Context: an optimization exercise on an open-source flow, tuned for small area. The choices shown serve that exercise and are no tape-out recipe.
Function was checked by simulation only, so behaviour that the tests miss may differ from the original.
No driver is modelled on the clock port, so clock power and skew are understated where the tree is cut down; a real chip needs a root buffer or a tree.
No activity file was given, so power comes from the tool's default toggle rates.

## design.v

```verilog
`timescale 1ns / 1ps
module lab3_2(
			input[3:0] command,
			input CLK,
			input mode,
			output reg total_time1,
			output reg [3:0] total_time0,
			output reg total_cost1,
			output reg [3:0] total_cost0,
			output reg [3:2] coord_x,
			output reg [1:0] coord_y,
			output reg warning
    );
wire n_tt1, n_t0, n_t1, n_t2, n_t3, n_tc1, n_d0, n_d1, n_d2, n_d3, n_x0, n_x1, n_y0, n_y1;
wire c0 = command[0], c1 = command[1], c2 = command[2], c3 = command[3];
wire m = mode;
wire T1 = total_time1, t0 = total_time0[0], t1 = total_time0[1], t2 = total_time0[2], t3 = total_time0[3];
wire C1 = total_cost1, d0 = total_cost0[0], d1 = total_cost0[1], d2 = total_cost0[2], d3 = total_cost0[3];
wire x0 = coord_x[2], x1 = coord_x[3], y0 = coord_y[0], y1 = coord_y[1];
wire gt7 = ~t1 & ~t0;
wire gt8 = ~gt7 & t3;
wire gt9 = gt8 & T1;
wire gt10 = ~gt8 & ~T1;
wire gt11 = ~gt10 & ~m;
wire gt12 = gt11 & ~gt9;
wire gt13 = ~t0 & ~m;
wire gt14 = t1 & t0;
wire gt15 = ~t3 & ~m;
wire gt16 = gt15 & ~gt7;
wire gt17 = gt16 & ~gt14;
wire gt18 = ~gt14 & ~t2;
wire gt19 = gt14 & t2;
wire gt20 = ~gt19 & gt15;
wire gt21 = gt20 & ~gt18;
wire gt22 = ~gt8 & ~m;
wire gt23 = gt22 & ~gt20;
assign n_tt1 = gt12;
assign n_t0 = gt13;
assign n_t1 = gt17;
assign n_t2 = gt21;
assign n_t3 = gt23;
wire gp15 = ~c2 & ~c1;
wire gp16 = gp15 & ~c0;
wire gp17 = ~gp16 & c3;
wire gp18 = ~gp15 & ~c0;
wire gp19 = ~gp18 & ~c3;
wire gp20 = c1 & ~c0;
wire gp21 = c2 & c1;
wire gp22 = ~gp21 & ~gp15;
wire gp23 = ~gp22 & x1;
wire gp24 = ~gp22 & ~x0;
wire gp25 = ~gp24 & ~x1;
wire gp26 = ~gp25 & ~gp23;
wire gp27 = ~y0 & c2;
wire gp28 = gp27 & ~y1;
wire gp29 = y1 & ~c2;
wire gp30 = ~gp29 & ~gp28;
wire gp31 = gp30 & c0;
wire gp32 = gp31 & ~gp26;
wire gp33 = ~gp32 & ~gp20;
wire gp34 = gp33 & gp19;
wire gp35 = ~gp34 & ~gp17;
wire gp36 = gp35 & d1;
wire gp37 = gp19 & d0;
wire gp38 = ~gp35 & ~d1;
wire gp39 = ~gp38 & ~gp36;
wire gp40 = gp39 & gp37;
wire gp41 = ~gp40 & ~gp36;
wire gp42 = ~gp41 & d2;
wire gp43 = ~gp42 & ~d3;
wire gp44 = ~gp39 & ~gp37;
wire gp45 = gp40 & ~d3;
wire gp46 = ~gp45 & ~gp44;
wire gp47 = gp46 & ~gp43;
wire gp48 = gp47 & C1;
wire gp49 = ~gp47 & ~C1;
wire gp50 = ~gp49 & ~m;
wire gp51 = gp50 & ~gp48;
wire gp52 = ~gp19 & ~d0;
wire gp53 = ~gp37 & ~m;
wire gp54 = gp53 & ~gp52;
wire gp55 = ~gp43 & ~gp40;
wire gp56 = gp46 & ~m;
wire gp57 = gp56 & ~gp55;
wire gp58 = gp41 & ~d2;
wire gp59 = ~gp58 & ~m;
wire gp60 = gp59 & gp43;
wire gp61 = ~gp46 & ~m;
wire gp62 = gp61 & ~gp43;
wire gp63 = gp35 & ~gp20;
wire gp64 = gp63 & ~gp26;
wire gp65 = ~gp64 & ~x0;
wire gp66 = gp63 & x0;
wire gp67 = ~gp66 & ~m;
wire gp68 = gp67 & ~gp65;
wire gp69 = ~gp63 & x1;
wire gp70 = gp63 & ~x1;
wire gp71 = ~gp70 & ~gp69;
wire gp72 = gp22 & x0;
wire gp73 = ~gp72 & gp25;
wire gp74 = ~gp73 & ~m;
wire gp75 = gp74 & ~gp71;
wire gp76 = ~gp33 & ~c3;
wire gp77 = gp76 & gp30;
wire gp78 = ~gp77 & ~y0;
wire gp79 = gp76 & y0;
wire gp80 = ~gp79 & ~m;
wire gp81 = gp80 & ~gp78;
wire gp82 = y0 & ~c2;
wire gp83 = ~gp82 & ~gp28;
wire gp84 = gp83 & gp76;
wire gp85 = ~gp76 & ~y1;
wire gp86 = ~gp85 & ~m;
wire gp87 = gp86 & ~gp84;
assign n_tc1 = gp51;
assign n_d0 = gp54;
assign n_d1 = gp57;
assign n_d2 = gp60;
assign n_d3 = gp62;
assign n_x0 = gp68;
assign n_x1 = gp75;
assign n_y0 = gp81;
assign n_y1 = gp87;
always @(posedge CLK) begin
	warning <= m;
	total_time1 <= n_tt1;
	total_time0 <= {n_t3, n_t2, n_t1, n_t0};
	total_cost1 <= n_tc1;
	total_cost0 <= {n_d3, n_d2, n_d1, n_d0};
	coord_x <= {n_x1, n_x0};
	coord_y <= {n_y1, n_y0};
end
endmodule
```

## flow/run.sh

```bash
#!/bin/bash
# The standard layout (standard.sh) with these changes:
# - synthesis maps with area-oriented ABC scripts (flow/abc/), keeping the
#   smallest result, and
#   without the separate full/half-adder extraction;
# - the port buffers use the smallest buffer cell;
# - the flip-flops gathered together after global placement
#   (flow/flops_together.tcl); the clock port drives the leaf clock
#   buffers directly, each sized to its load (flow/cts_leaves.tcl);
# - all pins on the middle of the bottom edge (flow/io_pins.tcl);
# - power recovery (downsizing non-critical cells) after global routing.
set -euo pipefail
here=$(pwd)
export FLOW_ABC_SCRIPTS="$(ls $here/flow/abc/m* | tr "\n" " ")"
bash standard.sh \
  SYNTH_SCRIPT=$here/flow/synth.tcl \
  ADDER_MAP_FILE= \
  'BUFFER_PORTS_ARGS=-buffer_cell sky130_fd_sc_hd__buf_1' \
  'CTS_ARGS=-sink_clustering_enable -sink_clustering_size 20 -sink_clustering_max_diameter 500 -root_buf sky130_fd_sc_hd__clkbuf_4 -buf_list sky130_fd_sc_hd__clkbuf_4 -dont_use_dummy_load' \
  PRE_IO_PLACEMENT_TCL=$here/flow/io_pins.tcl \
  POST_GLOBAL_PLACE_TCL=$here/flow/flops_together.tcl \
  POST_CTS_TCL=$here/flow/cts_leaves.tcl \
  RECOVER_POWER=100 \
  finish > standard.log 2>&1
```

## flow/abc/m1

```
strash
dch -f
amap
topo
```

## flow/abc/m2

```
strash
dch
amap
topo
```

## flow/abc/m3

```
strash
amap
topo
```

## flow/abc/m4

```
strash
dc2
dch
amap
topo
```

## flow/abc/m5

```
strash
dch -f
map -a
topo
```

## flow/abc/m6

```
strash
&get -n
&dch
&nf -a
&put
topo
```

## flow/cts_leaves.tcl

```tcl
# POST_CTS hook: the clock port drives the leaf clock buffers directly. The
# root clock buffer CTS made is removed and the leaves' inputs moved onto the
# clock port's net (the port then feeds only the leaves); each leaf is then
# given the smallest clock buffer that keeps its flip-flops' clock-pin slew
# within 120 ps.
set block [ord::get_db_block]
set db [ord::get_db]
set root [$block findInst clkbuf_0_CLK]
set clknet [[$root findITerm A] getNet]
set rootnet [[$root findITerm X] getNet]
set leaves {}
foreach it [$rootnet getITerms] {
  set inst [$it getInst]
  if { $inst == $root } { continue }
  $it disconnect
  $it connect $clknet
  lappend leaves $inst
}
puts "cts_leaves: removed [$root getName], [llength $leaves] leaves on the clock port"
odb::dbInst_destroy $root
odb::dbNet_destroy $rootnet
proc leaf_slew { leaf } {
  estimate_parasitics -placement
  set mx 0
  foreach it [[[$leaf findITerm X] getNet] getITerms] {
    if { [$it getInst] == $leaf } { continue }
    set p [get_pins [[$it getInst] getName]/[[$it getMTerm] getName]]
    set s [get_property $p slew_max]
    if { $s > $mx } { set mx $s }
  }
  return $mx
}
foreach leaf $leaves {
  foreach size {1 2 4 8 16} {
    $leaf swapMaster [$db findMaster sky130_fd_sc_hd__clkbuf_$size]
    set s [leaf_slew $leaf]
    puts "cts_leaves: [$leaf getName] clkbuf_$size, clock-pin slew $s"
    if { $s <= 0.120 } { break }
  }
}
detailed_placement
check_placement -verbose
```

## flow/flops_together.tcl

```tcl
# POST_GLOBAL_PLACE hook: gather the flip-flops into a block of rows around
# their centroid (ordered as global placement left them), so that one small
# clock buffer can drive them all. Detailed placement then legalises.
set block [ord::get_db_block]
set flops {}
foreach inst [$block getInsts] {
  if { [[$inst getMaster] isSequential] } { lappend flops $inst }
}
set n [llength $flops]
if { $n > 0 } {
  set sx 0
  set sy 0
  foreach f $flops {
    set b [$f getBBox]
    set sx [expr {$sx + ([$b xMin] + [$b xMax]) / 2.0}]
    set sy [expr {$sy + ([$b yMin] + [$b yMax]) / 2.0}]
  }
  set cx [expr {$sx / $n}]
  set cy [expr {$sy / $n}]
  set cols [expr {int(ceil(sqrt($n / 2.0)))}]
  set rows [expr {int(ceil(double($n) / $cols))}]
  set fw [[[lindex $flops 0] getMaster] getWidth]
  set rh 2720
  # rows by y, then columns by x, as global placement had them
  set byy [lsort -real -command {apply {{a b} {
    expr {[[$a getBBox] yMin] - [[$b getBBox] yMin]}
  }}} $flops]
  set i 0
  for {set r 0} {$r < $rows} {incr r} {
    set row [lrange $byy [expr {$r * $cols}] [expr {$r * $cols + $cols - 1}]]
    set row [lsort -command {apply {{a b} {
      expr {[[$a getBBox] xMin] - [[$b getBBox] xMin]}
    }}} $row]
    set c 0
    foreach f $row {
      set x [expr {int($cx + ($c - ($cols - 1) / 2.0) * ($fw + 460) - $fw / 2.0)}]
      set y [expr {int($cy + ($r - ($rows - 1) / 2.0) * $rh - $rh / 2.0)}]
      $f setLocation $x $y
      incr c
    }
  }
  puts "flops_together: $n flip-flops in $rows rows of $cols around ([expr {$cx / 1000.0}], [expr {$cy / 1000.0}])"
}
```

## flow/io_pins.tcl

```tcl
# PRE_IO_PLACEMENT hook: put every pin on the bottom edge, near its middle,
# so the design's cells (and its flip-flops) sit close together.
set die [[ord::get_db_block] getDieArea]
set w [expr {[$die dx] / 1000.0}]
set lo [expr {$w / 2 - 15}]
set hi [expr {$w / 2 + 15}]
set_io_pin_constraint -pin_names [get_ports *] -region bottom:$lo-$hi
```

## flow/synth.tcl

```tcl
# The standard flow's synthesis script (synth_recipe.tcl), with ABC's technology mapping
# run from area-oriented scripts instead of ORFS's speed script: each script
# in FLOW_ABC_SCRIPTS maps the same logic and the smallest result is kept.
proc synth {args} { yosys synth -nofsm -noshare {*}$args }
proc my_area { } {
  set r [tee -q -s result.string stat {*}$::lib_args]
  if { [regexp {Chip area for module[^:]*:\s*([0-9.]+)} $r -> a] } { return $a }
  return 1e18
}
proc abc {args} {
  set i [lsearch $args -script]
  set best ""
  set best_area 1e18
  yosys design -save my_pre_abc
  foreach s $::env(FLOW_ABC_SCRIPTS) {
    yosys design -load my_pre_abc
    yosys abc {*}[lreplace $args $i [expr {$i + 1}] -script $s]
    set a [my_area]
    puts "bench abc: $s gives $a"
    if { $a < $best_area } {
      set best_area $a
      set best $s
      yosys design -save my_best_abc
    }
  }
  yosys design -load my_best_abc
  puts "bench abc: kept $best ($best_area)"
}
source $::env(SCRIPTS_DIR)/synth.tcl
# left out here: clear keep_hierarchy, flatten, clean up, hide names made inside functions, write 1_2_yosys.v
```

## standard.sh

```bash
#!/bin/bash
# synth_recipe.tcl (not shown) runs the flow's synth.tcl, then flattens the netlist and writes it again
# the make line also repeats each setting of config.mk as NAME=value (left out here)
make -C /OpenROAD-flow-scripts/flow DESIGN_CONFIG=/design/flow/config.mk WORK_HOME=/design/flow/orfs CLKGATE_MAP_FILE= SYNTH_SCRIPT=/design/flow/synth_recipe.tcl "${@:-finish}"
```

## config.mk

```make
export PLATFORM = sky130hd
export DESIGN_NAME = lab3_2
export DESIGN_NICKNAME = lab3_2
export VERILOG_FILES = /design/flow/design.v
export SDC_FILE = /design/flow/constraint.sdc
export NUM_CORES = 4
export LEC_CHECK = 0
export CAP_MARGIN = 20
export CORE_AREA = 5 5 65 65
export DIE_AREA = 0 0 70 70
export PLACE_DENSITY = 0.9
export SLEW_MARGIN = 20
```

## constraint.sdc

```tcl
create_clock -name core_clock -period 30.0 [get_ports {CLK}]
set_input_delay 6.0000 -clock core_clock [delete_from_list [all_inputs] [get_ports {CLK}]]
set_output_delay 6.0000 -clock core_clock [all_outputs]
set_load 0.01 [all_outputs]
```

==> run notes, run 1 <==
- Status: no timing/DRC/antenna violations
- TritonRoute pass-1 iters: 4
- Synth cell count leaders: 15 x dfxtp_1, 12 x buf_4, 12 x nor2_1
- Final worst slack: 21880 ps
- Die X: approximately 70 um
- CP Capture Type: flop
- Number of synthesized flops with an enable pin: 0
- Final ANT Viol Nets: 0
- Antenna violations before repair: 0
- Post-synthesis sequential area ratio: 44.4%
- Layout Skew: approximately 2.4 ps
- RSZ-0062 raised after global routing: no
- Largest area contributor in the netlist: dfxtp_1
- VDD IR max: approximately 22 uV
- First-pass GRT wire length: 2140 um
- DRC: 0
- Synth Net Count: slightly below 90
- Initial Util: 19.8%
- Tightest Pin Transition: 629 ps
- Layout area overhead: 8.13%
- Setup slack at placement: between 20000 and 25000 ps
- Pwr/cell area: 50.8 nW/um^2
- Period Utilization, post-route: 27.1%
- Row cnt: 21
- Most common cell on crit path: o21ai_0
- Crit start category: primary input
- Vias per inst: 4.36
- CP arrival: between 8000 and 9000 ps
- Crit path cell chain: buf_1, nor2_1, a21oi_1, o21ai_0, o21ai_0, a31oi_1, a22oi_1, o21ai_0, or2_0, nand2_1, a21oi_1, clkinv_1, a211oi_1
- HPWL Detailed: 1120 um
- Setup_tns: 0 ps
- Detailed Route Iter0 Violations: 27
- Vias in the first global route: roughly 500
- Final min period: just over 8000 ps
- Die area: between 4000 and 5000 sq um
- Crit path kind: in -> reg
- Worst path max stage delay: 270 ps
- Master of the slowest instance on the critical path: a211oi_1
- Mapped Area: 677 sq um
- Share of layout cells above drive strength 1: ~2.2%
- Slew Limit Fails: 0
- CTS sink count: 15
- Pwr Total: 0.0000372 W
- Die H: approximately 70 um
- Synth Instances: 81
- Mean routed wirelength per cell: 9.90 um
- Crit Path Max Fanout: 4
- YS warnings: 1
- Max-slew headroom: just under 60%
- Fin nets: 99
- FFs w/ async S/R, synth: 0%
- Pleak: ~0.24 nW
- Storage element area: roughly 300 sq um
- Ranking of synthesized cells by area: dfxtp_1 44%, buf_4 13%, a21oi_1 6.7%, a211oi_1 6.7%, nor2_1 6.7%
- Top-level port count: 21
- Hold Slack: roughly 460 ps
- Fillers: ~390
- Max_cap viols: 0
- All-Layer GR Usage: under 10%
- Top-count cell post-synth: dfxtp_1
- Main synth FF type: dfxtp_1
- Ant. Diodes: 0
- Hold Vio Cnt, Final: 0
- Fmax: roughly 120 MHz
- Final WL: around 1400 um
- Final core utilization: 21.4%
- Clock Latency Late Sink: 140 ps
- GR Overflow Total: 0
- Synth top area share: 44.4%
- Via Count: approximately 600
- Yosys reg bits: 15
- Final setup fails: 0
- Clock transition at path regs: 120 ps
- Crit path required time: ~30000 ps
- Hold WC Path Type: reg -> reg
- Core area: around 3400 sq um
- Synth unique cells: 20
- Largest net degree at the start of global routing: 16
- Avg Inst Size Synth: 8.36 sq um
- Area of the multi-input gates: between 200 and 300 sq um
- # port buffers: 20
==> flip-flops by register name, summed over array words and instances, names as in the netlist <==
signal	cells
coord_x	2
total_cost1	1
coord_y	2
total_time0	4
warning	1
total_time1	1
total_cost0	4
==> stage by stage <==
step,instance area [sq um],cells
6_report,732,137
5_1_grt,732,137
3_5_place_dp,719,135
3_3_place_gp,719,135
2_1_floorplan,677,81
==> kinds of logic after synthesis <==
group / Yosys count / synth area share [%]
and+or+nand+nor: 27 / 18.9
AOI/OAI and AO/OA: 23 / 21.3
buffers and inverters: 16 / 15.5
DFF: 15 / 44.4
==> path summary, 6_finish.rpt <==
check                              start                endpoint  slack, ps  cells past startpoint
setup / recovery              command[1]  total_cost0[1]$_DFF_P_      21880                     13
hold / removal    total_time0[0]$_DFF_P_  total_time0[0]$_DFF_P_        460                      1
setup reg to reg      coord_x[3]$_DFF_P_  total_cost0[1]$_DFF_P_      27690                     11
hold reg to reg   total_time0[0]$_DFF_P_  total_time0[0]$_DFF_P_        460                      1
==> critical path: cells and delay by family <==
| kind | cells | cell delay (ps) |
|---|---|---|
| AO/OA/AOI/OAI | 8 | 1460 |
| AND/OR/NAND/NOR | 3 | 460 |
| buffers and inverters | 2 | 260 |
==> cells in the final DEF (no fill, tap or decap), types with 3 or more instances in the layout <==
cell      synthesis  routed
nor2_1           12      12
a211oi_1          6       6
dfxtp_1          15      15
clkinv_1          4       4
o21ai_0           3       3
nor3_1            4       4
buf_1             0      19
nor2b_1           3       3
a21oi_1           9       9
nand2_1           3       3
==> power breakdown <==
part	total (W)	switching [W]	internal [W]	leakage, nW
Sequential	0.0000228	0.00000139	0.0000214	0.124
Clock	0.00000701	0.00000449	0.00000252	0.00875
Combinational	0.00000736	0.00000472	0.00000264	0.108
==> metal layers <==
metal,vias to the layer above,global-route usage [%],routed length (um)
met4,0,3.40,50
met5,-,0,0
li1,295,-,-
met3,4,1.43,35
met1,287,5.16,537
met2,11,9.97,732
==> area by class of cell <==
type	count	area share (%)
tap	46	7.86
inverter	4	2.05
sequential	15	41.0
clock buffer	2	1.71
timing repair buffer	20	10.3
multi-input combinational	50	37.1
==> run 2, diff against run 1 <==
--- a/flow/cts_leaves.tcl
+++ b/flow/cts_leaves.tcl
@@ -3,5 +3,5 @@
 # clock port's net (the port then feeds only the leaves); each leaf is then
 # given the smallest clock buffer that keeps its flip-flops' clock-pin slew
-# within 120 ps.
+# within 125 ps.
 set block [ord::get_db_block]
 set db [ord::get_db]
@@ -36,5 +36,5 @@
     set s [leaf_slew $leaf]
     puts "cts_leaves: [$leaf getName] clkbuf_$size, clock-pin slew $s"
-    if { $s <= 0.120 } { break }
+    if { $s <= 0.125 } { break }
   }
 }
==> run notes, run 2 <==
- Layout area overhead: 7.76%
- Clock Latency Late Sink: around 140 ps
- Mapped Area: a little under 700 sq um
- CP bufs+invs: 2
- Core area: roughly 3400 sq um
- Crit start category: primary input
- CP arrival: around 8200 ps
- Combinational Power Share: about 20%
- TritonRoute pass-1 iters: 4
- FFs w/ async S/R, synth: 0%
- Synth cell count leaders: 15 x dfxtp_1, 12 x buf_4, 12 x nor2_1
- Sw Share: 29.0%
- Fmax: roughly 120 MHz
- Number of synthesized flops with an enable pin: 0
- Period Utilization, post-route: 27.1%
- Via Count: just under 600
- DRC: 0
- Die X: 70 um
- Vias in the first global route: between 500 and 600
- Row cnt: 21
- Die H: ~70 um
- YS warnings: 1
- Status: no timing/DRC/antenna violations
- Fin nets: between 90 and 100
- GR Overflow Total: 0
- Critical Path Start: command[1]
- RSZ-0062 raised after global routing: no
- Largest net degree at the start of global routing: 16
- Antenna violations before repair: 0
- Detailed Route Iter0 Violations: 27
- Commonest cells after routing, fill and taps aside: 19 x buf_1, 15 x dfxtp_1, 12 x nor2_1
- Layout Skew: between 1 and 1.5 ps
- Hold Slack: between 400 and 500 ps
- P_int: between 0.00002 and 0.00003 W
- Commonest non-fill, non-tap cell in the layout: buf_1
- Main synth FF type: dfxtp_1
- Initial Util: 19.8%
- Tightest Pin Transition: between 600 and 700 ps
- Hold_sp: total_time0[0]$_DFF_P_
- Top-level port count: 21
- Synth Instances: 81
- Most common cell on crit path: o21ai_0
- Share of layout cells above drive strength 1: 2.20%
- HPWL Detailed: ~1100 um
- VDD IR max: ~22 uV
- Ranking of synthesized cells by area: dfxtp_1 44%, buf_4 13%, a21oi_1 6.7%, a211oi_1 6.7%, nor2_1 6.7%
- CP Capture Type: flop
- All-Layer GR Usage: approximately 5.4%
- Setup_tns: 0 ps
- Max_cap viols: 0
- Flop pwr share: about 62%
- Vias per inst: 4.36
- Die area: slightly below 5000 sq um
- Mean routed wirelength per cell: 9.91 um
- Synth unique cells: 20
- Biggest regs: total_cost0 (4), total_time0 (4)
- Pleak: 0.240 nW
- Final WL: between 1000 and 1500 um
- Avg Inst Size Synth: between 8 and 9 sq um
- Ant. Diodes: 0
- Hold WC Path Type: reg -> reg
- Largest area contributor in the netlist: dfxtp_1
- Crit Path Max Fanout: 4
- Master of the slowest instance on the critical path: a211oi_1
- Final min period: 8120 ps
- Final ANT Viol Nets: 0
- Yosys reg bits: 15
- Pwr/cell area: about 50 nW/um^2
- Clock transition at path regs: 120 ps
- Crit path cell chain: buf_1, nor2_1, a21oi_1, o21ai_0, o21ai_0, a31oi_1, a22oi_1, o21ai_0, or2_0, nand2_1, a21oi_1, clkinv_1, a211oi_1
- Crit path required time: approximately 30000 ps
- Reg2reg setup slack: around 28000 ps
- Slew Limit Fails: 0
- Top-count cell post-synth: dfxtp_1
- Critical path's top delay family: compound AO/OA/AOI/OAI gates
- Post-synthesis sequential area ratio: between 40% and 50%
- Crit path kind: in -> reg
- Max-slew headroom: a little under 60%
- Synth top area share: 44.4%
- Hold Vio Cnt, Final: 0
- Final setup fails: 0
- Synth Net Count: just under 90
- Switching power total: about 0.000011 W
- Clock group share of total power: roughly 18%
- CTS sink count: 15
- Crit Reg-Reg Startpoint: coord_x[3]$_DFF_P_
- Worst path max stage delay: ~270 ps
- # port buffers: 20
- First-pass GRT wire length: 2140 um
run 2: cell types whose count changed in the layout (fill, tap and decap cells not counted):
cell / previous run / this run
clkbuf_2: 1 / 2
clkbuf_4: 1 / 0
run 2: cell families after synthesis:
| logic type | count (synthesis) | share of synthesized area (%) |
|---|---|---|
| AOI/OAI and AO/OA | 23 | 21.3 |
| and+or+nand+nor | 27 | 18.9 |
| DFF | 15 | 44.4 |
| buffers and inverters | 16 | 15.5 |
run 2: final cells by class:
type	count	area (sq um)
flip-flops and latches	15	300
clock buffers	2	10.0
well taps	46	57.6
inverters	4	15.0
fillers	393	2690
repair buffers	20	75.1
multi-input cells	50	272
run 2: per-layer routing:
| metal | share of wire (%) | GRT usage (%) |
|---|---|---|
| met1 | 40 | 5.16 |
| met2 | 54 | 9.97 |
| met3 | 2.7 | 1.43 |
| met4 | 3.7 | 3.40 |
| met5 | 0 | 0 |
run 2: stage by stage:
stage / instances / power [W] / util [%] / instance area (sq um) / setup slack (ps)
after floorplan: 81 / 0.0000295 / - / 677 / 22150
after global placement: 135 / 0.0000302 / 21.1 / 719 / 21840
after detailed placement: 135 / 0.0000307 / 21.1 / 719 / 21730
after global routing: 137 / 0.0000385 / 21.4 / 729 / 21580
final: 137 / 0.0000366 / 21.4 / 729 / 21880
run 2: worst paths after layout:
check | to | cells after the start
max | total_cost0[1]$_DFF_P_ | 13
min | total_time0[0]$_DFF_P_ | 1
max reg2reg | total_cost0[1]$_DFF_P_ | 11
min reg2reg | total_time0[0]$_DFF_P_ | 1
run 2: power groups by stage:
| stage | logic [W] | clock network, W | registers (W) |
|---|---|---|---|
| 2_1_floorplan | 0.00000648 | 0 | 0.0000230 |
| 5_1_grt | 0.00000830 | 0.00000718 | 0.0000231 |
| 3_5_place_dp | 0.00000737 | 0 | 0.0000233 |
| 6_report | 0.00000736 | 0.00000639 | 0.0000228 |
| 3_3_place_gp | 0.00000704 | 0 | 0.0000231 |
==> run 3, diff against run 2 <==
--- a/flow/run.sh
+++ b/flow/run.sh
@@ -6,6 +6,6 @@
 # - the port buffers use the smallest buffer cell;
 # - the flip-flops gathered together after global placement
-#   (flow/flops_together.tcl); the clock port drives the leaf clock
-#   buffers directly, each sized to its load (flow/cts_leaves.tcl);
+#   (flow/flops_together.tcl) and driven by one clock buffer sized to its
+#   load (flow/cts_collapse.tcl, run after CTS);
 # - all pins on the middle of the bottom edge (flow/io_pins.tcl);
 # - power recovery (downsizing non-critical cells) after global routing.
@@ -20,5 +20,5 @@
   PRE_IO_PLACEMENT_TCL=$here/flow/io_pins.tcl \
   POST_GLOBAL_PLACE_TCL=$here/flow/flops_together.tcl \
-  POST_CTS_TCL=$here/flow/cts_leaves.tcl \
+  POST_CTS_TCL=$here/flow/cts_collapse.tcl \
   RECOVER_POWER=100 \
   finish > standard.log 2>&1
==> flow/cts_collapse.tcl (new file) <==
# POST_CTS hook: drive every clock sink from the root clock buffer. The leaf
# clock buffers CTS made under the root are removed and their loads moved onto
# the root's net; the root is then sized up until the flip-flop clock pins'
# slew is within 120 ps.
set block [ord::get_db_block]
set root [$block findInst clkbuf_0_CLK]
set rootnet [[$root findITerm X] getNet]
foreach it [$rootnet getITerms] {
  set inst [$it getInst]
  if { $inst == $root || [$it isOutputSignal] } { continue }
  set master [[$inst getMaster] getName]
  if { ![string match "sky130_fd_sc_hd__clkbuf_*" $master] } { continue }
  set outnet [[$inst findITerm X] getNet]
  foreach load [$outnet getITerms] {
    if { [$load getInst] == $inst } { continue }
    $load disconnect
    $load connect $rootnet
  }
  puts "cts_collapse: removed [$inst getName]"
  odb::dbInst_destroy $inst
  odb::dbNet_destroy $outnet
}
proc clk_pin_slew { } {
  estimate_parasitics -placement
  set mx 0
  foreach p [get_pins -hierarchical */CLK] {
    set s [get_property $p slew_max]
    if { $s > $mx } { set mx $s }
  }
  return $mx
}
set db [ord::get_db]
foreach size {2 4 8 16} {
  $root swapMaster [$db findMaster sky130_fd_sc_hd__clkbuf_$size]
  set s [clk_pin_slew]
  puts "cts_collapse: root clkbuf_$size, flip-flop clock slew $s"
  if { $s <= 0.120 } { break }
}
detailed_placement
check_placement -verbose
removed: flow/cts_leaves.tcl
==> run notes, run 3 <==
- Status: no timing/DRC/antenna violations
- Period Utilization, post-route: between 20 and 30%
- Via Count: 603
- Yosys reg bits: 15
- Placed insts: 135
- Largest net degree at the start of global routing: 16
- Biggest regs: total_cost0 (4), total_time0 (4)
- Number of synthesized flops with an enable pin: 0
- Layout area overhead: 8.32%
- Setup_tns: 0 ps
- Clock Latency Late Sink: roughly 150 ps
- Synth Net Count: 87
- Crit path required time: between 30000 and 40000 ps
- # port buffers: 20
- Synth unique cells: 20
- Clock group share of total power: approximately a fifth
- Commonest cells after routing, fill and taps aside: 19 x buf_1, 15 x dfxtp_1, 12 x nor2_1
- Pleak: 0.238 nW
- Combinational Power Share: 19.7%
- Pwr/cell area: 52.0 nW/um^2
- Tightest Pin Transition: about 640 ps
- Top-level port count: 21
- Avg Inst Size Synth: approximately 8.4 sq um
- First-pass GRT wire length: ~2200 um
- Ranking of synthesized cells by area: dfxtp_1 44%, buf_4 13%, a21oi_1 6.7%, a211oi_1 6.7%, nor2_1 6.7%
- Final ANT Viol Nets: 0
- Share of layout cells above drive strength 1: under 10%
- TritonRoute pass-1 iters: 8
- Antenna violations before repair: 0
- Synth cell count leaders: 15 x dfxtp_1, 12 x buf_4, 12 x nor2_1
- RSZ-0062 raised after global routing: no
- Mapped Area: 677 sq um
- Clock transition at path regs: approximately 90 ps
- Switching power total: about 0.000011 W
- Row cnt: 21
- Crit path kind: in -> reg
- Max-slew headroom: 57.2%
- Hold WC Path Type: reg -> reg
- Core area: ~3400 sq um
- Layout Skew: between 0.7 and 0.8 ps
- Die H: ~70 um
- Ant. Diodes: 0
- Hold Vio Cnt, Final: 0
- All-Layer GR Usage: under 10%
- Final min period: 8180 ps
- Detailed Route Iter0 Violations: between 60 and 70
- Mean routed wirelength per cell: between 10 and 15 um
- WHS Path Cells: 1
- CP arrival: 8240 ps
- GR Overflow Total: 0
- Post-route insts no fill: about 140
- Fmax: roughly 120 MHz
- VDD IR max: around 23 uV
- HPWL Detailed: around 1100 um
- P_int: ~0.000027 W
- Fin nets: slightly below 100
- Crit start category: primary input
- FFs w/ async S/R, synth: 0%
- Vias per inst: 4.43
- R2R depth: 10
- Top-count cell post-synth: dfxtp_1
- Initial Util: between 10% and 20%
- Commonest non-fill, non-tap cell in the layout: buf_1
- Main synth FF type: dfxtp_1
- Vias in the first global route: 520
- Final setup fails: 0
- Synth top area share: between 40% and 50%
- Final WL: 1450 um
- CTS sink count: 15
- YS warnings: 1
- Sw Share: between 20% and 30%
- Flop pwr share: approximately three fifths
- DRC: 0
- Largest area contributor in the netlist: dfxtp_1
- Slew Limit Fails: 0
- Synth Instances: 81
- CP Capture Type: flop
- Post-synthesis sequential area ratio: between 40 and 50%
- Die area: between 4000 and 5000 sq um
- Max_cap viols: 0
- Crit Path Max Fanout: 4
- Die X: around 70 um
run 3: stage by stage:
stage	util (%)	area (sq um)	hold slack, ps	power (W)	worst slack (ps)
final	21.5	733	469	0.0000381	21820
after global routing	21.5	733	483	0.0000401	21500
after detailed placement	21.1	719	443	0.0000307	21730
after global placement	21.1	719	432	0.0000302	21840
after floorplan	-	677	423	0.0000295	22150
run 3: power by group through the flow:
stage	Combinational, W	Sequential [W]	Clock [W]
2_1_floorplan	0.00000648	0.0000230	0
6_report	0.00000751	0.0000229	0.00000777
3_3_place_gp	0.00000704	0.0000231	0
3_5_place_dp	0.00000737	0.0000233	0
5_1_grt	0.00000839	0.0000230	0.00000872
run 3: area by class of cell:
| type | instances | area (sq um) |
|---|---|---|
| Fill cell | 389 | 2680 |
| Sequential cell | 15 | 300 |
| Multi-Input combinational cell | 50 | 272 |
| Timing Repair Buffer | 20 | 75.1 |
| Tap cell | 46 | 57.6 |
| Inverter | 4 | 15.0 |
| Clock buffer | 1 | 13.8 |
run 3: critical path, stage by stage:
cell and delay [ps]:
buf_1 110, nor2_1 160, a21oi_1 90, o21ai_0 190, o21ai_0 140, a31oi_1 230
a22oi_1 130, o21ai_0 240, or2_0 210, nand2_1 100, a21oi_1 200, clkinv_1 150
a211oi_1 280
run 3: final timing paths:
path | slack, ps | startpoint | to
max | 21820 | command[1] | total_cost0[1]$_DFF_P_
min | 470 | total_time0[0]$_DFF_P_ | total_time0[0]$_DFF_P_
max reg2reg | 27640 | coord_y[1]$_DFF_P_ | total_cost0[1]$_DFF_P_
min reg2reg | 470 | total_time0[0]$_DFF_P_ | total_time0[0]$_DFF_P_
run 3: kinds of logic after synthesis:
logic type,share of synthesized area (%)
AO/OA/AOI/OAI,21.3
buffers and inverters,15.5
flip-flops,44.4
AND/OR/NAND/NOR,18.9
run 3: routing by layer:
| metal | track usage [%] | wire [um] | share of wire [%] |
|---|---|---|---|
| met5 | 0 | 0 | 0 |
| met4 | 2.98 | 68 | 4.7 |
| met3 | 0.143 | 49 | 3.4 |
| met2 | 11.3 | 759 | 52 |
| met1 | 6.97 | 572 | 39 |
==> run 4, diff against run 3 <==
--- a/flow/cts_collapse.tcl
+++ b/flow/cts_collapse.tcl
@@ -1,5 +1,5 @@
 # POST_CTS hook: drive every clock sink from the root clock buffer. The leaf
 # clock buffers CTS made under the root are removed and their loads moved onto
-# the root's net; the root is then sized up until the flip-flop clock pins'
+# the root's net; the root is then moved to the centre of its loads and sized up until the flip-flop clock pins'
 # slew is within 120 ps.
 set block [ord::get_db_block]
@@ -30,4 +30,20 @@
   return $mx
 }
+# put the root at the centre of its flip-flops
+set sx 0
+set sy 0
+set n 0
+foreach it [$rootnet getITerms] {
+  set inst [$it getInst]
+  if { $inst == $root } { continue }
+  set b [$inst getBBox]
+  set sx [expr {$sx + ([$b xMin] + [$b xMax]) / 2.0}]
+  set sy [expr {$sy + ([$b yMin] + [$b yMax]) / 2.0}]
+  incr n
+}
+if { $n > 0 } {
+  $root setLocation [expr {int($sx / $n)}] [expr {int($sy / $n)}]
+  detailed_placement
+}
 set db [ord::get_db]
 foreach size {2 4 8 16} {
==> run notes, run 4 <==
- HPWL Detailed: approximately 1100 um
- First-pass GRT wire length: ~2100 um
- Largest net degree at the start of global routing: 16
- # port buffers: 20
- Vias in the first global route: around 500
- Commonest non-fill, non-tap cell in the layout: buf_1
- Largest area contributor in the netlist: dfxtp_1
- Period Utilization, post-route: between 20% and 30%
- Xor/xnor cell area share of the yosys netlist: 0%
- Final setup fails: 0
- Crit Path Max Fanout: 4
- Main synth FF type: dfxtp_1
- Antenna violations before repair: 0
- Pleak: approximately 0.24 nW
- Clock transition at path regs: around 90 ps
- Hold WC Path Type: reg -> reg
- Via Count: around 620
- Row cnt: 21
- Top-level port count: 21
- Avg Inst Size Synth: around 8.4 sq um
- Max_cap viols: 0
- Compound-Gate Fraction of Synth Area: a little over a fifth
- Storage element area: roughly 300 sq um
- Yosys reg bits: 15
- Die X: about 70 um
- Layout area overhead: 8.32%
- Crit path required time: approximately 30000 ps
- Crit path kind: in -> reg
- Slew Limit Fails: 0
- Max-slew headroom: 58.5%
- Synth Instances: 81
- Synth cell count leaders: 15 x dfxtp_1, 12 x buf_4, 12 x nor2_1
- Vias per inst: 4.57
- Fillers: roughly 400
- Mapped Area: about 680 sq um
- Final WL: between 1000 and 1500 um
- Placed inst area: 719 sq um
- VDD IR max: between 15 and 20 uV
- Die H: around 70 um
- Die area: 4900 sq um
- Commonest cells after routing, fill and taps aside: 19 x buf_1, 15 x dfxtp_1, 12 x nor2_1
- YS warnings: 1
- Initial Util: between 10% and 20%
- Mean routed wirelength per cell: ~10 um
- Fin nets: 98
- Core area: ~3400 sq um
- Layout Skew: 0.977 ps
- Hold Vio Cnt, Final: 0
- TritonRoute pass-1 iters: 6
- Final min period: 8150 ps
- CTS sink count: 15
- All-Layer GR Usage: between 6 and 7%
- GR Overflow Total: 0
- Final core utilization: ~21%
- Fmax: about 120 MHz
- Synth Net Count: between 80 and 90
- Number of synthesized flops with an enable pin: 0
- Clock Latency Late Sink: about 150 ps
- Final ANT Viol Nets: 0
- Post-route design area: 733 sq um
- Largest family of logic cells by synthesized area: compound AO/OA/AOI/OAI gates
- Post-synthesis simple-gate area fraction: a little under a fifth
- Synth top area share: between 40% and 50%
- DRC: 0
- Area of the multi-input gates: 272 sq um
- Biggest regs: total_cost0 (4), total_time0 (4)
- Pwr/cell area: between 50 and 60 nW/um^2
- RSZ-0062 raised after global routing: no
- Ranking of synthesized cells by area: dfxtp_1 44%, buf_4 13%, a21oi_1 6.7%, a211oi_1 6.7%, nor2_1 6.7%
- CP Capture Type: flop
- Share of layout cells above drive strength 1: around 1.1%
- Setup_tns: 0 ps
- Synthesized-area fraction occupied by adder cells: 0%
- FFs w/ async S/R, synth: 0%
- Mux contribution to synthesized area: 0%
- CP arrival: 8200 ps
- Synth unique cells: 20
- Post-synthesis sequential area ratio: between 40 and 50%
- Tightest Pin Transition: about 620 ps
- Crit start category: primary input
- Top-count cell post-synth: dfxtp_1
- Detailed Route Iter0 Violations: 43
- Status: no timing/DRC/antenna violations
- Ant. Diodes: 0
run 4: cell counts after synthesis:
No cell type changed its count.
run 4: metrics by stage:
step                       power, W  instances  hold slack [ps]  setup WS, ps
after floorplan           0.0000295         81              423         22150
after global routing      0.0000399        136              482         21560
final                     0.0000380        136              469         21850
after detailed placement  0.0000307        135              443         21730
after global placement    0.0000302        135              432         21840
run 4: final cells by class:
cell class | count | share of cell area, %
clock buffers | 1 | 1.88
inverters | 4 | 2.05
multi-input cells | 50 | 37.0
flip-flops and latches | 15 | 41.0
well taps | 46 | 7.85
repair buffers | 20 | 10.2
run 4: logic make-up after synthesis:
logic type,count (synthesis)
AOI/OAI and AO/OA,23
buffers and inverters,16
DFF,15
and+or+nand+nor,27
run 4: final timing paths:
| check | start | end | slack [ps] | depth (start not counted) |
|---|---|---|---|---|
| max | command[1] | total_cost0[1]$_DFF_P_ | 21850 | 13 |
| min reg2reg | total_time0[0]$_DFF_P_ | total_time0[0]$_DFF_P_ | 470 | 1 |
| max reg2reg | coord_x[3]$_DFF_P_ | total_cost0[1]$_DFF_P_ | 27670 | 11 |
| min | total_time0[0]$_DFF_P_ | total_time0[0]$_DFF_P_ | 470 | 1 |
run 4: power breakdown:
group	switching (W)	internal (W)	leakage, nW	total, W
Combinational	0.00000478	0.00000264	0.108	0.00000742
Clock	0.00000469	0.00000307	0.00719	0.00000776
Sequential	0.00000139	0.0000214	0.124	0.0000228
Total	0.0000109	0.0000272	0.238	0.0000380
run 4: critical path: stages:
cell	delay, ps
buf_1	110
nor2_1	160
a21oi_1	80
o21ai_0	200
o21ai_0	140
a31oi_1	230
a22oi_1	120
o21ai_0	220
or2_0	210
nand2_1	100
a21oi_1	200
clkinv_1	150
a211oi_1	290
run 4: routing by layer:
| metal | up-vias | track usage [%] | wire length, um |
|---|---|---|---|
| met5 | - | 0 | 0 |
| met4 | 0 | 3.40 | 72 |
| met3 | 10 | 0.574 | 84 |
| met2 | 29 | 11.2 | 727 |
| met1 | 289 | 6.54 | 536 |
| li1 | 293 | - | - |
==> run 5, diff against run 4 <==
==> design.v (replaced) <==
`timescale 1ns / 1ps
module lab3_2(
			input[3:0] command,
			input CLK,
			input mode,
			output reg total_time1,
			output reg [3:0] total_time0,
			output reg total_cost1,
			output reg [3:0] total_cost0,
			output reg [3:2] coord_x,
			output reg [1:0] coord_y,
			output reg warning
    );
wire n_tt1, n_t0, n_t1, n_t2, n_t3, n_tc1, n_d0, n_d1, n_d2, n_d3, n_x0, n_x1, n_y0, n_y1, n_w;
wire c0 = command[0], c1 = command[1], c2 = command[2], c3 = command[3];
wire m = mode;
wire T1 = total_time1, t0 = total_time0[0], t1 = total_time0[1], t2 = total_time0[2], t3 = total_time0[3];
wire C1 = total_cost1, d0 = total_cost0[0], d1 = total_cost0[1], d2 = total_cost0[2], d3 = total_cost0[3];
wire x0 = coord_x[2], x1 = coord_x[3], y0 = coord_y[0], y1 = coord_y[1];
wire g20 = ~t1 & ~t0;
wire g21 = ~g20 & t3;
wire g22 = ~g21 & ~T1;
wire g23 = g21 & T1;
wire g24 = ~g23 & ~m;
wire g25 = g24 & ~g22;
wire g26 = ~t0 & ~m;
wire g27 = ~t3 & ~m;
wire g28 = t1 & t0;
wire g29 = ~g28 & g27;
wire g30 = g29 & ~g20;
wire g31 = ~g28 & ~t2;
wire g32 = g27 & ~t2;
wire g33 = ~g32 & ~g29;
wire g34 = ~g33 & ~g31;
wire g35 = ~g21 & ~m;
wire g36 = g35 & g33;
wire g37 = ~c2 & ~c1;
wire g38 = c2 & c1;
wire g39 = ~g38 & ~g37;
wire g40 = ~g39 & ~x0;
wire g41 = ~g40 & ~x1;
wire g42 = ~g39 & x1;
wire g43 = ~g42 & ~g41;
wire g44 = ~y0 & c2;
wire g45 = g44 & ~y1;
wire g46 = y1 & ~c2;
wire g47 = ~g46 & ~g45;
wire g48 = g47 & c0;
wire g49 = g48 & ~g43;
wire g50 = c1 & ~c0;
wire g51 = ~g50 & ~g49;
wire g52 = ~g51 & ~c3;
wire g53 = g37 & ~c0;
wire g54 = ~g53 & c3;
wire g55 = ~g37 & ~c0;
wire g56 = ~g55 & ~c3;
wire g57 = ~g56 & ~g54;
wire g58 = ~g57 & ~g52;
wire g59 = ~g58 & d1;
wire g60 = g56 & d0;
wire g61 = g58 & ~d1;
wire g62 = ~g61 & ~g59;
wire g63 = g62 & g60;
wire g64 = ~g63 & ~g59;
wire g65 = ~g64 & d2;
wire g66 = ~g65 & ~d3;
wire g67 = g63 & ~d3;
wire g68 = ~g62 & ~g60;
wire g69 = ~g68 & ~g67;
wire g70 = g69 & ~g66;
wire g71 = ~g70 & ~C1;
wire g72 = g70 & C1;
wire g73 = ~g72 & ~m;
wire g74 = g73 & ~g71;
wire g75 = ~g56 & ~d0;
wire g76 = ~g60 & ~m;
wire g77 = g76 & ~g75;
wire g78 = ~g66 & ~g63;
wire g79 = g69 & ~m;
wire g80 = g79 & ~g78;
wire g81 = g64 & ~d2;
wire g82 = ~g81 & ~m;
wire g83 = g82 & g66;
wire g84 = ~g69 & ~m;
wire g85 = g84 & ~g66;
wire g86 = ~g58 & ~g50;
wire g87 = g86 & ~g43;
wire g88 = ~g87 & ~x0;
wire g89 = g86 & x0;
wire g90 = ~g89 & ~m;
wire g91 = g90 & ~g88;
wire g92 = g86 & ~x1;
wire g93 = ~g86 & x1;
wire g94 = ~g93 & ~g92;
wire g95 = g39 & x0;
wire g96 = ~g95 & g41;
wire g97 = ~g96 & ~m;
wire g98 = g97 & ~g94;
wire g99 = g52 & g47;
wire g100 = ~g99 & ~y0;
wire g101 = g52 & y0;
wire g102 = ~g101 & ~m;
wire g103 = g102 & ~g100;
wire g104 = ~g52 & ~y1;
wire g105 = y0 & ~c2;
wire g106 = ~g105 & ~g45;
wire g107 = g106 & g52;
wire g108 = ~g107 & ~m;
wire g109 = g108 & ~g104;
assign n_tt1 = g25;
assign n_t0 = g26;
assign n_t1 = g30;
assign n_t2 = g34;
assign n_t3 = g36;
assign n_tc1 = g74;
assign n_d0 = g77;
assign n_d1 = g80;
assign n_d2 = g83;
assign n_d3 = g85;
assign n_x0 = g91;
assign n_x1 = g98;
assign n_y0 = g103;
assign n_y1 = g109;
assign n_w = m;
always @(posedge CLK) begin
	warning <= n_w;
	total_time1 <= n_tt1;
	total_time0 <= {n_t3, n_t2, n_t1, n_t0};
	total_cost1 <= n_tc1;
	total_cost0 <= {n_d3, n_d2, n_d1, n_d0};
	coord_x <= {n_x1, n_x0};
	coord_y <= {n_y1, n_y0};
end
endmodule
--- a/flow/run.sh
+++ b/flow/run.sh
@@ -5,7 +5,6 @@
 #   without the separate full/half-adder extraction;
 # - the port buffers use the smallest buffer cell;
-# - the flip-flops gathered together after global placement
-#   (flow/flops_together.tcl) and driven by one clock buffer sized to its
-#   load (flow/cts_collapse.tcl, run after CTS);
+# - the clock port drives the leaf clock buffers directly, each sized
+#   to its load (flow/cts_leaves.tcl, run after CTS);
 # - all pins on the middle of the bottom edge (flow/io_pins.tcl);
 # - power recovery (downsizing non-critical cells) after global routing.
@@ -19,6 +18,5 @@
   'CTS_ARGS=-sink_clustering_enable -sink_clustering_size 20 -sink_clustering_max_diameter 500 -root_buf sky130_fd_sc_hd__clkbuf_4 -buf_list sky130_fd_sc_hd__clkbuf_4 -dont_use_dummy_load' \
   PRE_IO_PLACEMENT_TCL=$here/flow/io_pins.tcl \
-  POST_GLOBAL_PLACE_TCL=$here/flow/flops_together.tcl \
-  POST_CTS_TCL=$here/flow/cts_collapse.tcl \
+  POST_CTS_TCL=$here/flow/cts_leaves.tcl \
   RECOVER_POWER=100 \
   finish > standard.log 2>&1
==> flow/cts_leaves.tcl (new file) <==
# POST_CTS hook: the clock port drives the leaf clock buffers directly. The
# root clock buffer CTS made is removed and the leaves' inputs moved onto the
# clock port's net (the port then feeds only the leaves); each leaf is then
# given the smallest clock buffer that keeps its flip-flops' clock-pin slew
# within 120 ps.
set block [ord::get_db_block]
set db [ord::get_db]
set root [$block findInst clkbuf_0_CLK]
set clknet [[$root findITerm A] getNet]
set rootnet [[$root findITerm X] getNet]
set leaves {}
foreach it [$rootnet getITerms] {
  set inst [$it getInst]
  if { $inst == $root } { continue }
  $it disconnect
  $it connect $clknet
  lappend leaves $inst
}
puts "cts_leaves: removed [$root getName], [llength $leaves] leaves on the clock port"
odb::dbInst_destroy $root
odb::dbNet_destroy $rootnet
proc leaf_slew { leaf } {
  estimate_parasitics -placement
  set mx 0
  foreach it [[[$leaf findITerm X] getNet] getITerms] {
    if { [$it getInst] == $leaf } { continue }
    set p [get_pins [[$it getInst] getName]/[[$it getMTerm] getName]]
    set s [get_property $p slew_max]
    if { $s > $mx } { set mx $s }
  }
  return $mx
}
foreach leaf $leaves {
  foreach size {1 2 4 8 16} {
    $leaf swapMaster [$db findMaster sky130_fd_sc_hd__clkbuf_$size]
    set s [leaf_slew $leaf]
    puts "cts_leaves: [$leaf getName] clkbuf_$size, clock-pin slew $s"
    if { $s <= 0.120 } { break }
  }
}
detailed_placement
check_placement -verbose
removed: flow/cts_collapse.tcl
removed: flow/flops_together.tcl
==> run notes, run 5 <==
- Status: no timing/DRC/antenna violations
- Crit path kind: in -> reg
- Synth cell count leaders: 15 x dfxtp_1, 13 x nor2_1, 12 x buf_4
- Tightest Pin Transition: 593 ps
- Hold Vio Cnt, Final: 0
- YS warnings: 1
- TritonRoute pass-1 iters: 4
- Fmax: roughly 120 MHz
- Post-synthesis sequential area ratio: a little over two fifths
- GP Congestion: approximately 0.80
- CP Capture Type: flop
- FFs w/ async S/R, synth: 0%
- Die area: around 5000 sq um
- Vias per inst: around 4.1
- Layout area overhead: 7.89%
- HPWL Detailed: slightly above 1000 um
- Mean routed wirelength per cell: ~8.5 um
- Max_cap viols: 0
- Synth top area share: between 40% and 50%
- Via Count: between 600 and 700
- Critical path's top delay family: compound AO/OA/AOI/OAI gates
- Mapped Area: 698 sq um
- Final core utilization: between 20% and 30%
- Master of the slowest instance on the critical path: o21ai_0
- Commonest cells after routing, fill and taps aside: 19 x buf_1, 15 x dfxtp_1, 13 x nor2_1
- Vias in the first global route: between 500 and 600
- Layout Skew: ~23 ps
- First-pass GRT wire length: about 2100 um
- Die H: about 70 um
- Fillers: slightly below 400
- CP arrival: 8330 ps
- R2R depth: 11
- # port buffers: 20
- Largest area contributor in the netlist: dfxtp_1
- WHS Path Cells: 1
- Initial Util: between 20% and 30%
- Ant. Diodes: 0
- Ranking of synthesized cells by area: dfxtp_1 43%, buf_4 13%, nor2_1 7.0%, a21oi_1 6.5%, clkinv_1 5.9%
- Detailed Route Iter0 Violations: 33
- Synth Instances: 90
- Final WL: 1250 um
- GR Overflow Total: 0
- Fin nets: between 100 and 150
- Final min period: between 8000 and 9000 ps
- Pleak: 0.251 nW
- Synth Net Count: 96
- Commonest non-fill, non-tap cell in the layout: buf_1
- VDD IR max: between 15 and 20 uV
- Largest net degree at the start of global routing: 15
- Avg Inst Size Synth: 7.76 sq um
- Top-count cell post-synth: dfxtp_1
- Pwr/cell area: 49.7 nW/um^2
- Slew Limit Fails: 0
- Period Utilization, post-route: ~28%
- Yosys reg bits: 15
- Main synth FF type: dfxtp_1
- Antenna violations before repair: 0
- Crit path required time: about 30000 ps
- Worst path max stage delay: roughly 260 ps
- Hold WC Path Type: reg -> reg
- Share of layout cells above drive strength 1: approximately 2.0%
- Max-slew headroom: 60.4%
- CTS sink count: 15
- Die X: roughly 70 um
- Crit Path Max Fanout: 4
- Setup_tns: 0 ps
- Crit start category: primary input
- Hold_sp: total_time0[0]$_DFF_P_
- Cell depth of the worst setup path: 15
- Final ANT Viol Nets: 0
- DRC: 0
- Biggest regs: total_cost0 (4), total_time0 (4)
- Crit Reg-Reg Startpoint: coord_x[2]$_DFF_P_
- Clock transition at path regs: 100 ps
- Core area: roughly 3400 sq um
- Synth unique cells: 17
- Row cnt: 21
- Critical Path Start: command[2]
- Crit path cell chain: buf_1, clkinv_1, o21ai_0, clkinv_1, nor2_1, nor2_1, a21oi_1, o22ai_1, o22a_1, o21ai_0, o21ai_0, a21oi_1, clkinv_1, a21oi_1, a311oi_1
- Final setup fails: 0
- Top-level port count: 21
- Clock Latency Late Sink: ~150 ps
- Number of synthesized flops with an enable pin: 0
- CP bufs+invs: 4
- RSZ-0062 raised after global routing: no
- All-Layer GR Usage: approximately 5.2%
run 5: cell count changes after synthesis, sizes merged, moves of 2 or more:
| cell | before | now |
|---|---|---|
| o21ai | 3 | 8 |
| a211oi | 6 | 4 |
| nor2b | 3 | 1 |
| nor3 | 4 | 6 |
| clkinv | 4 | 11 |
run 5: power by group:
part	total [W]	switching, W	leakage, nW	internal (W)
Sequential	0.0000228	0.00000140	0.124	0.0000214
Combinational	0.00000748	0.00000474	0.119	0.00000274
Clock	0.00000709	0.00000456	0.00875	0.00000253
run 5: cells by family after synthesis:
group	synth area share, %
flip-flops	43.0
buffers and inverters	18.8
AND/OR/NAND/NOR	16.1
AO/OA/AOI/OAI	22.0
run 5: metrics by stage:
| step | instance area (sq um) | instances | setup WS [ps] | power (W) | hold slack (ps) |
|---|---|---|---|---|---|
| after global placement | 741 | 144 | 21640 | 0.0000306 | 445 |
| after detailed placement | 741 | 144 | 21530 | 0.0000308 | 458 |
| after floorplan | 698 | 90 | 21940 | 0.0000299 | 423 |
| after global routing | 753 | 146 | 21360 | 0.0000399 | 509 |
| final | 753 | 146 | 21670 | 0.0000374 | 469 |
run 5: worst paths after layout:
path | slack [ps] | endpoint
min | 470 | total_time0[0]$_DFF_P_
max | 21670 | total_cost1$_DFF_P_
max reg2reg | 27760 | total_cost1$_DFF_P_
min reg2reg | 470 | total_time0[0]$_DFF_P_
run 5: area by class of cell:
| type | instances | area [sq um] | area share [%] |
|---|---|---|---|
| multi-input combinational | 52 | 267 | 35.4 |
| timing repair buffer | 20 | 75.1 | 9.97 |
| sequential | 15 | 300 | 39.9 |
| inverter | 11 | 41.3 | 5.48 |
| clock buffer | 2 | 12.5 | 1.66 |
| tap | 46 | 57.6 | 7.64 |
run 5: per-layer routing:
metal	track usage [%]	vias up	wire length, um
met3	1.72	0	23
li1	-	320	-
met4	1.91	0	0
met1	5.84	282	548
met5	0	-	0
met2	9.23	2	673

static timing again, ports no longer ideal:
In the flow no input, the clock included, has a driving cell. The finished layouts below were timed again as built, in two steps. Step 1 sets driving cells, clkbuf_16 on the clock port and buf_2 on the other inputs (assumed; they add their load-dependent delay and slew). Step 2 times the ports against the registers' clock, not the clock port: input delays grow and output delays shrink by t, the midpoint of the rising clock arrivals with the driver on. a / b / c = ideal / step 1 / step 2; a / b = the first two.
run | shift t [ns] | slack for setup (ns) | worst setup path at the end
run 1 | 0.168 | 21.882 / 21.887 / 21.719 | input to register
run 2 | 0.170 | 21.882 / 21.887 / 21.717 | input to register
run 3 | 0.165 | 21.819 / 21.816 / 21.651 | input to register
run 4 | 0.169 | 21.855 / 21.856 / 21.688 | input to register
run 5 | 0.164 | 21.670 / 21.671 / 21.506 | input to register
After both steps setup and hold are still met in every run listed. The setup slack of run 3, which loses most, moves by -0.003 ns with the drivers and by -0.168 ns with both steps.
